From an optimization exercise on the open Yosys and OpenROAD flow, aimed at small area; shortcuts taken in it are not production practice. Only simulation tests tie the RTL to the original design; equivalence was not proved. No activity file was given, so power comes from the tool's default toggle rates.

### flow/flow/run.sh
#!/bin/bash
# Layout flow: standard synthesis, then the combinational logic is replaced by a
# hand-mapped netlist (same registers, names and cell types), then the standard
# ORFS layout steps with smaller port buffers.
set -euo pipefail
R=orfs/results/sky130hd/Trabalho3/base
bash standard.sh synth > synth_standard.log 2>&1
cp $R/1_2_yosys.v synth_standard.v
python3 flow/gen_netlist.py synth_standard.v synth_mapped.v > gen_netlist.log 2>&1
cp synth_mapped.v $R/1_2_yosys.v
rm -f $R/1_synth.odb $R/1_synth.sdc
bash standard.sh synth > synth_odb.log 2>&1
bash standard.sh BUFFER_PORTS_ARGS="-buffer_cell sky130_fd_sc_hd__buf_1" CTS_ARGS="-sink_clustering_enable -repair_clock_nets -dont_use_dummy_load -buf_list sky130_fd_sc_hd__clkbuf_8 -sink_clustering_size 16 -sink_clustering_max_diameter 70" finish > layout.log 2>&1
### flow/flow/gen_netlist.py
#!/usr/bin/env python3
"""Write a hand-mapped gate netlist of Trabalho3 (same registers, same names
and cell types as the standard synthesis of rtl/Trabalho02.v).

usage: gen_netlist.py STANDARD_1_2_yosys.v OUT.v
Exits non-zero if the standard netlist's registers are not the expected ones.
"""
import re, sys

P = 'sky130_fd_sc_hd__'
std = open(sys.argv[1]).read()

# registers of the standard synthesis: (cell type, instance name)
regs = set(re.findall(r'(sky130_fd_sc_hd__\w*df\w*)\s+(\\\S+|\w+)\s*\(', std))
want = set()
for i in range(8):
    for b in range(32):
        want.add((P + 'edfxtp_1', '\\regs[%d][%d]$_DFFE_PP_' % (i, b)))
for b in range(32):
    want.add((P + 'dfxtp_1', '\\reg_out[%d]$_DFF_P_' % b))
if regs != want:
    sys.stderr.write('register set differs from expected: %d extra, %d missing\n'
                     % (len(regs - want), len(want - regs)))
    sys.exit(1)

wires = []
cells = []
n = [0]


def cell(typ, **pins):
    n[0] += 1
    conn = ', '.join('.%s(%s)' % (k, v) for k, v in pins.items())
    cells.append('  %s%s g%d (%s);' % (P, typ, n[0], conn))


def w(name):
    wires.append(name)
    return name


# address / control decode
na0, na1, na2, nrw = w('na0'), w('na1'), w('na2'), w('nrw')
cell('inv_1', A='address[0]', Y=na0)
cell('inv_1', A='address[1]', Y=na1)
cell('inv_1', A='address[2]', Y=na2)
cell('inv_1', A='read_write', Y=nrw)
a2 = ['na2', 'address[2]']
a1 = ['na1', 'address[1]']
a0 = ['address[0]', 'na0']   # nor2 input that must be 0 for bit value v
we, sel = [], []
for k in range(4):
    # active-low "write to pair k" / "read from pair k"
    nw = w('nwp%d' % k)
    nr = w('nrp%d' % k)
    cell('nand4_1', A='enable', B='nrw', C=a2[k >> 1], D=a1[k & 1], Y=nw)
    cell('nand4_1', A='enable', B='read_write', C=a2[k >> 1], D=a1[k & 1], Y=nr)
    for v in range(2):
        i = 2 * k + v
        we.append(w('we%d' % i))
        sel.append(w('rs%d' % i))
        cell('nor2_1', A=nw, B=a0[v], Y=we[i])
        cell('nor2_1', A=nr, B=a0[v], Y=sel[i])
hold = w('hold')
cell('nand2_1', A='enable', B='read_write', Y=hold)

# storage: D = data_in, DE = write enable of the row
flops = []
for i in range(8):
    for b in range(32):
        q = '\\regs[%d][%d] ' % (i, b)
        wires.append(q)
        flops.append('  %sedfxtp_1 \\regs[%d][%d]$_DFFE_PP_  (.CLK(clock), .D(data_in[%d]), .DE(%s), .Q(%s));'
                     % (P, i, b, b, we[i], q))

# output register: D = OR of (select & value) over the 8 rows and the hold term
for b in range(32):
    r = ['\\regs[%d][%d] ' % (i, b) for i in range(8)]
    n1, n2, n3, d = w('m%da' % b), w('m%db' % b), w('m%dc' % b), w('nx%d' % b)
    cell('a222oi_1', A1=sel[0], A2=r[0], B1=sel[1], B2=r[1], C1=sel[2], C2=r[2], Y=n1)
    cell('a222oi_1', A1=sel[3], A2=r[3], B1=sel[4], B2=r[4], C1=sel[5], C2=r[5], Y=n2)
    cell('a222oi_1', A1=sel[6], A2=r[6], B1=sel[7], B2=r[7], C1=hold, C2='data_out[%d]' % b, Y=n3)
    cell('nand3_1', A=n1, B=n2, C=n3, Y=d)
    flops.append('  %sdfxtp_1 \\reg_out[%d]$_DFF_P_  (.CLK(clock), .D(%s), .Q(data_out[%d]));'
                 % (P, b, d, b))

out = ['module Trabalho3(address, data_in, read_write, clock, enable, data_out);',
       '  input [2:0] address;', '  input [31:0] data_in;', '  input read_write;',
       '  input clock;', '  input enable;', '  output [31:0] data_out;']
out += ['  wire %s;' % x for x in wires]
out += flops + cells + ['endmodule', '']
open(sys.argv[2], 'w').write('\n'.join(out))
### flow/standard.sh
#!/bin/bash
# synth_recipe.tcl (not shown) runs the flow's synth.tcl, then flattens the netlist and writes it again
# the make line also repeats each setting of config.mk as NAME=value (left out here)
make -C /OpenROAD-flow-scripts/flow DESIGN_CONFIG=/design/flow/config.mk WORK_HOME=/design/flow/orfs CLKGATE_MAP_FILE= SYNTH_SCRIPT=/design/flow/synth_recipe.tcl "${@:-finish}"
### flow/config.mk
export PLATFORM = sky130hd
export DESIGN_NAME = Trabalho3
export DESIGN_NICKNAME = Trabalho3
export VERILOG_FILES = /design/flow/design.v
export SDC_FILE = /design/flow/constraint.sdc
export NUM_CORES = 4
export LEC_CHECK = 0
export CAP_MARGIN = 5
export CORE_MARGIN = 2
export CORE_UTILIZATION = 65
export PLACE_DENSITY = 0.75
export SLEW_MARGIN = 5
### flow/constraint.sdc
create_clock -name core_clock -period 5.0 [get_ports {clock}]
set_input_delay 1.0000 -clock core_clock [delete_from_list [all_inputs] [get_ports {clock}]]
set_output_delay 1.0000 -clock core_clock [all_outputs]
set_load 0.01 [all_outputs]
### flow/design.v
module Trabalho3(address, data_in, read_write, clock, enable, data_out);
	input [2:0] address;
	input [31:0] data_in;
	input read_write;    
	input clock;
	input enable;
	output [31:0] data_out;
	reg [31:0] reg_out;
	reg [31:0] regs [0:7];
	wire rd = enable & read_write;
	wire wr = enable & ~read_write;
	wire [7:0] rsel;
	wire hold = ~rd;
	genvar i;
	generate
		for (i = 0; i < 8; i = i + 1) begin : g
			assign rsel[i] = rd & (address == i);
			always @(posedge clock)
				if (wr && address == i)
					regs[i] <= data_in;
		end
	endgenerate
	wire [31:0] next_out =
		({32{rsel[0]}} & regs[0]) | ({32{rsel[1]}} & regs[1]) |
		({32{rsel[2]}} & regs[2]) | ({32{rsel[3]}} & regs[3]) |
		({32{rsel[4]}} & regs[4]) | ({32{rsel[5]}} & regs[5]) |
		({32{rsel[6]}} & regs[6]) | ({32{rsel[7]}} & regs[7]) |
		({32{hold}} & reg_out);
	always @(posedge clock)
		reg_out <= next_out;
	assign data_out = reg_out;
endmodule
==> impl_metrics.toml, run 1 <==
[run_status]
outcome = "complete, no violations"

[timing]
holdWs_ps = 453
max_slew_margin = 0.171
hold_viol = 0
rsz0062_at_grt = "false"
finalClockSkew_ps = 38.7
fin_crit_sh = 0.597
worstMarginPinSlew_ps = 1240
slew_viol_final = 0
fmax_mhz = 335
finalSetupViolCount = 0
period_needed_ps = 2980
fin_tns_setup_ps = 0

[critical_path]
crit_arrival_ps = 3100
path_max_fanout = 32
path_class = "input port to flip-flop"
cp-end-kind = "flip-flop"
reg2reg_depth = 2
start_kind = "input port"
required_ps = 5110

[yosys]
syn_area_um2 = 9580
avgSynthCellArea_um2 = 21.5
synth.net_count = 483
yosys_warnings = 2
syn_inst = 445

[place]
place_hpwl_mm = 10.1
gp_congestion = 0.721
port_buffers = 69

[global_routing]
first_global_vias = 5127
overflow = 0
grt_pass1_wl_mm = 28.9
grt.total_usage = 0.241
grt_max_degree = 33
antenna_found_initial = 0

[cts]
clkSinkCount = 288
post_cts_buffers = 0
cts_tree = "yes"
htreeDepth = 1
cts_root_buffer = "clkbuf_8"
clock_latency_ps = 530
cts_made_buffers = 21
cts_hold_buffers = 0
cts_resized = 0
clkSlewWorstSetupHoldPaths_ps = 90
cts_buffer_depth = 3

[floorplan]
die_w_um = 125
die_area_um2 = 15700
start_util = 0.662
num_rows = 44
die_y_um = 125
coreArea_um2 = 14500
pin_count = 70

[layout]
area_growth_pct = 9.67
layout.nets = 584
antenna_cells = 0
drive_above_1_share = 0.0846

[worst_hold_path]
holdCritPathClass = "flip-flop to flip-flop"
hold_path_depth = 2

[pwr]
p_clk_frac = 0.255
internal-power_mw = 3.15
power.share.combinational = 0.053
leakage_nw = 3.26
p_seq_frac = 0.692
swShare = 0.205
power_density_nw_per_um2 = 378
p_total_mw = 3.97
vdd_drop_max_mv = 0.237
p_switching_uw = 813

[route]
drt-pass1-iter-count = 9
drtIter0Drc = 801
route.detailed.drc = 0
via_per_inst = 7.06
routed_wl_mm = 19.3
wl_per_cell_um = 26.5
dr_total_vias = 5141
antenna_left = 0

[job]
max_cap_viol_count = 0
-- worst max-delay path, stage by stage --
cell	delay, ps
buf_1	560
inv_1	470
nor2_4	1040
-- state kept, by name, summed over array words and instances (netlist names) --
name and cells:
regs 256, reg_out 32
-- path summary, 6_finish.rpt --
path | from | end | slack (ps)
worst max-delay path | address[0] | regs[1][25] | 2020
worst min-delay path | regs[2][21] | reg_out[21] | 450
worst max register to register | regs[3][7] | reg_out[7] | 3920
worst min register to register | regs[2][21] | reg_out[21] | 450
-- layout make-up --
class / count / area, um^2
fillers: 850 / 3980
flip-flops and latches: 288 / 8330
repair buffers: 78 / 327
inverters: 4 / 15.0
well taps: 184 / 230
multi-input cells: 153 / 1320
clock buffers: 21 / 289
-- per-layer routing --
metal,vias up,routed length [um],GRT usage
li1,2234,-,-
met1,2616,7410,0.324
met2,259,10000,0.424
met3,32,1490,0.0402
met4,0,347,0.0529
met5,-,0,0
-- stage by stage --
step / setup WS (ps) / util / area (um^2) / instances
after floorplan: 1990 / - / 9580 / 445
after global placement: 1690 / 0.705 / 10200 / 707
after detailed placement: 1520 / 0.705 / 10200 / 707
after CTS: 2070 / 0.725 / 10500 / 728
after global routing: 1920 / 0.725 / 10500 / 728
final: 2020 / 0.725 / 10500 / 728
-- power groups by stage --
stage	Clock, mW	Combinational, mW	Sequential, mW
2_1_floorplan	0	0.0800	2.81
3_3_place_gp	0	0.197	2.80
3_5_place_dp	0	0.211	2.80
4_1_cts	1.04	0.212	2.75
5_1_grt	1.11	0.229	2.75
6_report	1.01	0.209	2.75
-- layout by cell type (no fill, tap or decap) --
| master | instances |
|---|---|
| a222oi_1 | 96 |
| buf_1 | 69 |
| buf_4 | 9 |
| clkbuf_8 | 21 |
| dfxtp_1 | 32 |
| edfxtp_1 | 256 |
| inv_1 | 4 |
| nand2_1 | 1 |
| nand3_1 | 32 |
| nand4_1 | 8 |
| nor2_2 | 8 |
| nor2_4 | 8 |
==> inputs of run 2 (changes only) <==
--- a/flow/flow/gen_netlist.py
+++ b/flow/flow/gen_netlist.py
@@ -61,4 +61,4 @@
         sel.append(w('rs%d' % i))
-        cell('nor2_1', A=nw, B=a0[v], Y=we[i])
-        cell('nor2_1', A=nr, B=a0[v], Y=sel[i])
+        cell('nor2_4', A=nw, B=a0[v], Y=we[i])
+        cell('nor2_4', A=nr, B=a0[v], Y=sel[i])
 hold = w('hold')
--- a/flow/config.mk
+++ b/flow/config.mk
@@ -9,4 +9,4 @@
 export CORE_MARGIN = 2
-export CORE_UTILIZATION = 65
-export PLACE_DENSITY = 0.75
+export CORE_UTILIZATION = 75
+export PLACE_DENSITY = 0.85
 export SLEW_MARGIN = 5
==> impl_metrics.toml, run 2 <==
[run_status]
outcome = "complete, no violations"

[floorplan]
pin_count = 70
die_area_um2 = 13900
coreArea_um2 = 12600
die_w_um = 118
start_util = 0.768
die_y_um = 118
num_rows = 41

[yosys]
syn_area_um2 = 9700
avgSynthCellArea_um2 = 21.8
syn_inst = 445
yosys_warnings = 2
synth.net_count = 483

[timing]
max_slew_margin = 0.193
slew_viol_final = 0
finalSetupViolCount = 0
worstMarginPinSlew_ps = 1210
fmax_mhz = 306
fin_crit_sh = 0.653
hold_viol = 0
fin_tns_setup_ps = 0
period_needed_ps = 3260
finalClockSkew_ps = 23.1
worst_slack_ps = 1740
rsz0062_at_grt = "false"

[layout]
layout.nets = 577
regMostFlops = "regs"
area_growth_pct = 8.02
final_cell_mix = "edfxtp_1 (256), a222oi_1 (96), buf_1 (69)"
antenna_cells = 0
drive_above_1_share = 0.0726
largest_reg_flops = 256
reg.largest.list = "regs x256, reg_out x32"
layout_commonest_cell = "edfxtp_1"

[global_routing]
grt_pass1_wl_mm = 29.1
first_global_vias = 5208
grt_max_degree = 33
antenna_found_initial = 0
grt.total_usage = 0.276
overflow = 0

[cts]
clkSinkCount = 288
htreeDepth = 1
cts_hold_buffers = 0
cts_resized = 0
cts_root_buffer = "clkbuf_8"
clkSlewWorstSetupHoldPaths_ps = 90
cts_made_buffers = 21
post_cts_buffers = 0
cts_buffer_depth = 3
clock_latency_ps = 520
cts_tree = "yes"

[pwr]
power_density_nw_per_um2 = 379
leakage_nw = 3.22
vdd_drop_max_mv = 0.370

[place]
place_hpwl_mm = 10.1
port_buffers = 69
dpl_worst_slack_ps = 1280
gp_congestion = 0.710

[critical_path]
cp_slowest_cell = "nor2_4"
reg2reg_depth = 2
cp-startpoint = "address[0]"
start_kind = "input port"
path_class = "input port to flip-flop"
crit_arrival_ps = 3700
path_cells = "buf_1, inv_1, nor2_4, a222oi_1, nand3_1"
reg2reg_from = "regs[3][25]"
path_max_fanout = 32
cp-end-kind = "flip-flop"
required_ps = 5430
crit_path_max_incr_delay_ps = 960

[route]
wl_per_cell_um = 26.8
dr_total_vias = 5249
route.detailed.drc = 0
via_per_inst = 7.40
drt-pass1-iter-count = 10
routed_wl_mm = 19.0
drtIter0Drc = 1065
antenna_left = 0

[worst_hold_path]
hp-start = "regs[2][24]"
holdCritPathClass = "flip-flop to flip-flop"
hold_path_depth = 2

[job]
max_cap_viol_count = 0
## run 2: cell types whose count changed in the layout (fill, tap and decap cells not counted), sizes merged
cell  delta
buf      -7
## run 2: through the flow
step                      area, um^2  total power [mW]  hold WS (ps)  std cells  utilization
final                          10500              3.97           479        709        0.830
after floorplan                 9700              2.90           445        445            -
after global routing           10500              4.09           505        709        0.830
after global placement         10200              2.99           449        688        0.807
after detailed placement       10200              3.01           456        688        0.807
after CTS                      10500              3.98           482        709        0.830
## run 2: critical path: cells and delay by family
kind                   cells  cell delay [ps]
and+or+nand+nor            2             1140
AOI/OAI and AO/OA          1              250
buffers and inverters      2             1290
## run 2: final timing paths
check                     end  slack [ps]
setup / recovery  reg_out[19]        1740
hold reg to reg   reg_out[24]         480
hold / removal    reg_out[24]         480
setup reg to reg  reg_out[25]        3860
## run 2: per-layer routing
layer / vias to the layer above / part of all wire / global-route usage
met3: 27 / 0.13 / 0.0533
met2: 408 / 0.49 / 0.429
met5: - / 0 / 0
met1: 2602 / 0.37 / 0.411
li1: 2212 / - / -
met4: 0 / 0.014 / 0.0828
## run 2: power by group
part           total [mW]  switching [mW]  internal [mW]  leakage [nW]
sequential           2.75          0.0398           2.71          2.58
combinational       0.211           0.141         0.0704         0.490
clock                1.01           0.632          0.378         0.151
## run 2: layout make-up
cell class | count | area, um^2
inverters | 4 | 15.0
repair buffers | 71 | 274
well taps | 172 | 215
multi-input cells | 153 | 1360
clock buffers | 21 | 289
fillers | 610 | 2140
flip-flops and latches | 288 | 8330
==> inputs of run 3 (changes only) <==
--- a/flow/flow/run.sh
+++ b/flow/flow/run.sh
@@ -12,2 +12,2 @@
 bash standard.sh synth > synth_odb.log 2>&1
-bash standard.sh BUFFER_PORTS_ARGS="-buffer_cell sky130_fd_sc_hd__buf_1" CTS_ARGS="-sink_clustering_enable -repair_clock_nets -dont_use_dummy_load -buf_list sky130_fd_sc_hd__clkbuf_8 -sink_clustering_size 16 -sink_clustering_max_diameter 70" finish > layout.log 2>&1
+bash standard.sh BUFFER_PORTS_ARGS="-buffer_cell sky130_fd_sc_hd__buf_1" CTS_ARGS="-sink_clustering_enable -repair_clock_nets -dont_use_dummy_load -buf_list sky130_fd_sc_hd__clkbuf_8 -sink_clustering_size 20 -sink_clustering_max_diameter 60" finish > layout.log 2>&1
--- a/flow/flow/gen_netlist.py
+++ b/flow/flow/gen_netlist.py
@@ -61,4 +61,4 @@
         sel.append(w('rs%d' % i))
-        cell('nor2_4', A=nw, B=a0[v], Y=we[i])
-        cell('nor2_4', A=nr, B=a0[v], Y=sel[i])
+        cell('nor2_1', A=nw, B=a0[v], Y=we[i])
+        cell('nor2_1', A=nr, B=a0[v], Y=sel[i])
 hold = w('hold')
--- a/flow/config.mk
+++ b/flow/config.mk
@@ -9,4 +9,4 @@
 export CORE_MARGIN = 2
-export CORE_UTILIZATION = 75
-export PLACE_DENSITY = 0.85
+export CORE_UTILIZATION = 65
+export PLACE_DENSITY = 0.75
 export SLEW_MARGIN = 5
==> impl_metrics.toml, run 3 <==
[floorplan]
start_util = 0.662
pin_count = 70
die_w_um = 125
num_rows = 44
die_area_um2 = 15700
die_y_um = 125
coreArea_um2 = 14500

[global_routing]
antenna_found_initial = 0
grt_pass1_wl_mm = 29.0
grt.total_usage = 0.240
grt_max_degree = 33
overflow = 0
first_global_vias = 5071

[layout]
layout_commonest_cell = "edfxtp_1"
largest_reg_flops = 256
layout.nets = 581
area_growth_pct = 9.24
antenna_cells = 0
drive_above_1_share = 0.0795
regMostFlops = "regs"
reg.largest.list = "regs x256, reg_out x32"
final_cell_mix = "edfxtp_1 (256), a222oi_1 (96), buf_1 (69)"

[timing]
slew_viol_final = 0
finalClockSkew_ps = 31.3
fmax_mhz = 335
holdWs_ps = 473
fin_crit_sh = 0.597
max_slew_margin = 0.174
rsz0062_at_grt = "false"
fin_tns_setup_ps = 0
finalSetupViolCount = 0
hold_viol = 0
period_needed_ps = 2980
worstMarginPinSlew_ps = 1240

[cts]
cts_root_buffer = "clkbuf_8"
cts_made_buffers = 18
cts_tree = "yes"
htreeDepth = 1
cts_resized = 0
cts_hold_buffers = 0
clkSinkCount = 288
post_cts_buffers = 0
clock_latency_ps = 510
clkSlewWorstSetupHoldPaths_ps = 110
cts_buffer_depth = 3

[pwr]
p_seq_frac = 0.702
p_switching_uw = 811
swShare = 0.207
p_clk_frac = 0.245
power_density_nw_per_um2 = 374
power.share.combinational = 0.053
internal-power_mw = 3.10
leakage_nw = 3.24
vdd_drop_max_mv = 0.256

[critical_path]
r2r_slack_ps = 3940
required_ps = 5460
crit_path_max_incr_delay_ps = 690
path_class = "input port to flip-flop"
path_max_fanout = 19
path_cells = "buf_1, inv_1, nor2_2, buf_4, a222oi_1, nand3_1"
cp_slowest_cell = "nor2_2"
crit_arrival_ps = 3440
cp-end-kind = "flip-flop"
start_kind = "input port"

[route]
antenna_left = 0
wl_per_cell_um = 26.7
via_per_inst = 7.11
routed_wl_mm = 19.4
dr_total_vias = 5154
drtIter0Drc = 884
route.detailed.drc = 0
drt-pass1-iter-count = 11

[job]
max_cap_viol_count = 0

[run_status]
outcome = "complete, no violations"

[worst_hold_path]
holdCritPathClass = "flip-flop to flip-flop"

[yosys]
synth.net_count = 483
syn_inst = 445
syn_area_um2 = 9580
yosys_warnings = 2
avgSynthCellArea_um2 = 21.5

[place]
port_buffers = 69
gp_congestion = 0.721
place_hpwl_mm = 10.1
## run 3: changes by cell type in the layout (fill, tap and decap cells not counted)
cell	before	now
buf_4	2	9
clkbuf_8	21	18
nor2_2	0	8
nor2_4	16	8
## run 3: power by group through the flow
stage	clock (mW)	combinational (mW)	sequential [mW]
2_1_floorplan	0	0.0800	2.81
3_3_place_gp	0	0.197	2.80
3_5_place_dp	0	0.211	2.80
4_1_cts	0.974	0.212	2.75
5_1_grt	1.06	0.229	2.75
6_report	0.957	0.209	2.75
## run 3: path summary, 6_finish.rpt
path | from | endpoint | cells after the start
worst max-delay path | address[0] | reg_out[30] | 6
worst min-delay path | regs[2][4] | reg_out[4] | 2
worst max register to register | regs[3][3] | reg_out[3] | 2
worst min register to register | regs[2][4] | reg_out[4] | 2
## run 3: cell type report
cell class / count / area, um^2
Sequential cell: 288 / 8330
Tap cell: 184 / 230
Clock buffer: 18 / 248
Fill cell: 843 / 4020
Inverter: 4 / 15.0
Multi-Input combinational cell: 153 / 1320
Timing Repair Buffer: 78 / 327
## run 3: per-layer routing
layer  wire (um)  vias to the layer above  global-route usage
met5           0                        -                   0
met4         305                        0              0.0503
met3        1760                       28              0.0364
met2       10100                      285               0.423
met1        7230                     2615               0.326
li1            -                     2226                   -
## run 3: worst max-delay path, delay by kind of cell
kind            cells  cell delay (ps)
buf+inv             3             1440
simple gates        2              820
compound gates      1              160
## run 3: stage by stage
stage	total power [mW]	worst slack [ps]	utilization	cell area (um^2)	cells
floorplan	2.89	1990	-	9580	445
global placement	3.00	1690	0.705	10200	707
detailed placement	3.01	1520	0.705	10200	707
CTS	3.93	2050	0.723	10500	725
global route	4.04	1900	0.723	10500	725
finish	3.91	2020	0.723	10500	725
==> inputs of run 4 (changes only) <==
--- a/flow/config.mk
+++ b/flow/config.mk
@@ -7,3 +7,3 @@
 export LEC_CHECK = 0
-export CAP_MARGIN = 5
+export CAP_MARGIN = 20
 export CORE_MARGIN = 2
@@ -11,2 +11,2 @@
 export PLACE_DENSITY = 0.75
-export SLEW_MARGIN = 5
+export SLEW_MARGIN = 20
==> impl_metrics.toml, run 4 <==
[run_status]
outcome = "complete, no violations"

[layout]
largest_reg_flops = 256
final_cell_mix = "edfxtp_1 (256), a222oi_1 (96), buf_1 (69)"
antenna_cells = 0
finish.utilization = 0.733
layout.nets = 587
multi_input_comb_area_um2 = 1320
area_growth_pct = 10.8
drive_above_1_share = 0.0896
reg.largest.list = "regs x256, reg_out x32"
seq_area_um2 = 8330
layout_commonest_cell = "edfxtp_1"
num-fill-cells = 827
regMostFlops = "regs"

[timing]
max_slew_margin = 0.272
fin_tns_setup_ps = 0
fin_crit_sh = 0.602
fmax_mhz = 332
rsz0062_at_grt = "false"
period_needed_ps = 3010
slew_viol_final = 0
worstMarginPinSlew_ps = 1090
finalSetupViolCount = 0
finalClockSkew_ps = 30.8
hold_viol = 0

[cts]
cts_buffer_depth = 3
cts_hold_buffers = 0
post_cts_buffers = 0
cts_made_buffers = 18
cts_tree = "yes"
cts_root_buffer = "clkbuf_8"
clock_latency_ps = 510
clkSinkCount = 288
clkSlewWorstSetupHoldPaths_ps = 110
cts_resized = 0
htreeDepth = 1

[route]
drt-pass1-iter-count = 8
route.detailed.drc = 0
drtIter0Drc = 913
antenna_left = 0
wl_per_cell_um = 26.6
via_per_inst = 7.06
dr_total_vias = 5163
routed_wl_mm = 19.5

[critical_path]
path_max_fanout = 19
reg2reg_depth = 2
path_class = "input port to flip-flop"
crit_arrival_ps = 3460
start_kind = "input port"
cp-end-kind = "flip-flop"
required_ps = 5450

[global_routing]
grt_max_degree = 33
antenna_found_initial = 0
grt_pass1_wl_mm = 29.0
grt.total_usage = 0.240
first_global_vias = 5071
overflow = 0

[place]
place_hpwl_mm = 10.1
port_buffers = 69
gp_congestion = 0.721

[yosys]
synth.net_count = 483
yosys_warnings = 2
syn_area_um2 = 9580
syn_inst = 445
avgSynthCellArea_um2 = 21.5

[floorplan]
die_area_um2 = 15700
start_util = 0.662
die_w_um = 125
coreArea_um2 = 14500
die_y_um = 125
num_rows = 44
pin_count = 70

[pwr]
power_density_nw_per_um2 = 369
vdd_drop_max_mv = 0.256
p_total_mw = 3.91
leakage_nw = 3.30

[worst_hold_path]
hold_path_depth = 2
holdCritPathClass = "flip-flop to flip-flop"

[job]
max_cap_viol_count = 0
## run 4: cell count changes in the layout (fill, tap and decap cells not counted), sizes merged
cell / before / now
buf: 78 / 84
## run 4: critical path, cell delays in order
cell	delay, ps
buf_1	560
inv_1	470
nor2_2	710
buf_4	410
a222oi_1	160
nand3_1	130
## run 4: final timing paths
| check | startpoint | endpoint | slack [ps] |
|---|---|---|---|
| worst max-delay path | address[0] | reg_out[30] | 1990 |
| worst min-delay path | regs[1][15] | reg_out[15] | 470 |
| worst max register to register | regs[0][14] | reg_out[14] | 3930 |
| worst min register to register | regs[1][15] | reg_out[15] | 470 |
## run 4: area by class of cell
class / instances / area share
Tap cell: 184 / 0.0217
Clock buffer: 18 / 0.0233
Inverter: 4 / 0.00141
Multi-Input combinational cell: 153 / 0.124
Timing Repair Buffer: 84 / 0.0449
Sequential cell: 288 / 0.785
## run 4: layer usage
metal | up-vias | wire, um | GRT usage
li1 | 2235 | - | -
met1 | 2620 | 7390 | 0.326
met2 | 282 | 10100 | 0.423
met3 | 26 | 1670 | 0.0364
met4 | 0 | 285 | 0.0503
met5 | - | 0 | 0
## run 4: report_power, final
group / switching [mW] / leakage (nW) / internal [mW]
clock: 0.626 / 0.129 / 0.327
combinational: 0.140 / 0.588 / 0.0745
sequential: 0.0418 / 2.58 / 2.71
total: 0.808 / 3.30 / 3.11
## run 4: per-stage QoR
step / cells / hold WS, ps / setup slack (ps) / cell area (um^2)
6_report: 731 / 475 / 1990 / 10600
4_1_cts: 725 / 474 / 2050 / 10500
3_5_place_dp: 707 / 463 / 1520 / 10200
3_3_place_gp: 707 / 451 / 1690 / 10200
5_1_grt: 731 / 496 / 1920 / 10600
2_1_floorplan: 445 / 445 / 1990 / 9580

## static timing again, ports no longer ideal
No port has a modelled driver above. Below, the same layouts with a new extraction and two added sets of constraints.
Step 1, drivers: a clkbuf_16 drives clock and a buf_2 each remaining input, both assumed.
Step 2 also shifts input and output timing later by t, the mid clock arrival at the registers, as if the neighbouring blocks saw the same clock.
Slacks: no drivers / after step 1 / after step 2; pairs: no drivers / after step 1.
| run | shift t [ns] | setup slack, ns | hold WS [ns] |
|---|---|---|---|
| run 1 | 0.548 | 2.017 / 2.026 / 1.478 | 0.453 / 0.453 / 0.453 |
| run 2 | 0.542 | 1.735 / 1.742 / 1.200 | 0.479 / 0.479 / 0.479 |
| run 3 | 0.539 | 2.015 / 2.027 / 1.488 | 0.473 / 0.473 / 0.473 |
| run 4 | 0.530 | 1.990 / 2.000 / 1.470 | 0.475 / 0.475 / 0.475 |
After both steps every run listed still meets setup and hold. For run 1, which loses most, drivers alone change the setup slack by +0.009 ns; drivers and shift together by -0.539 ns.
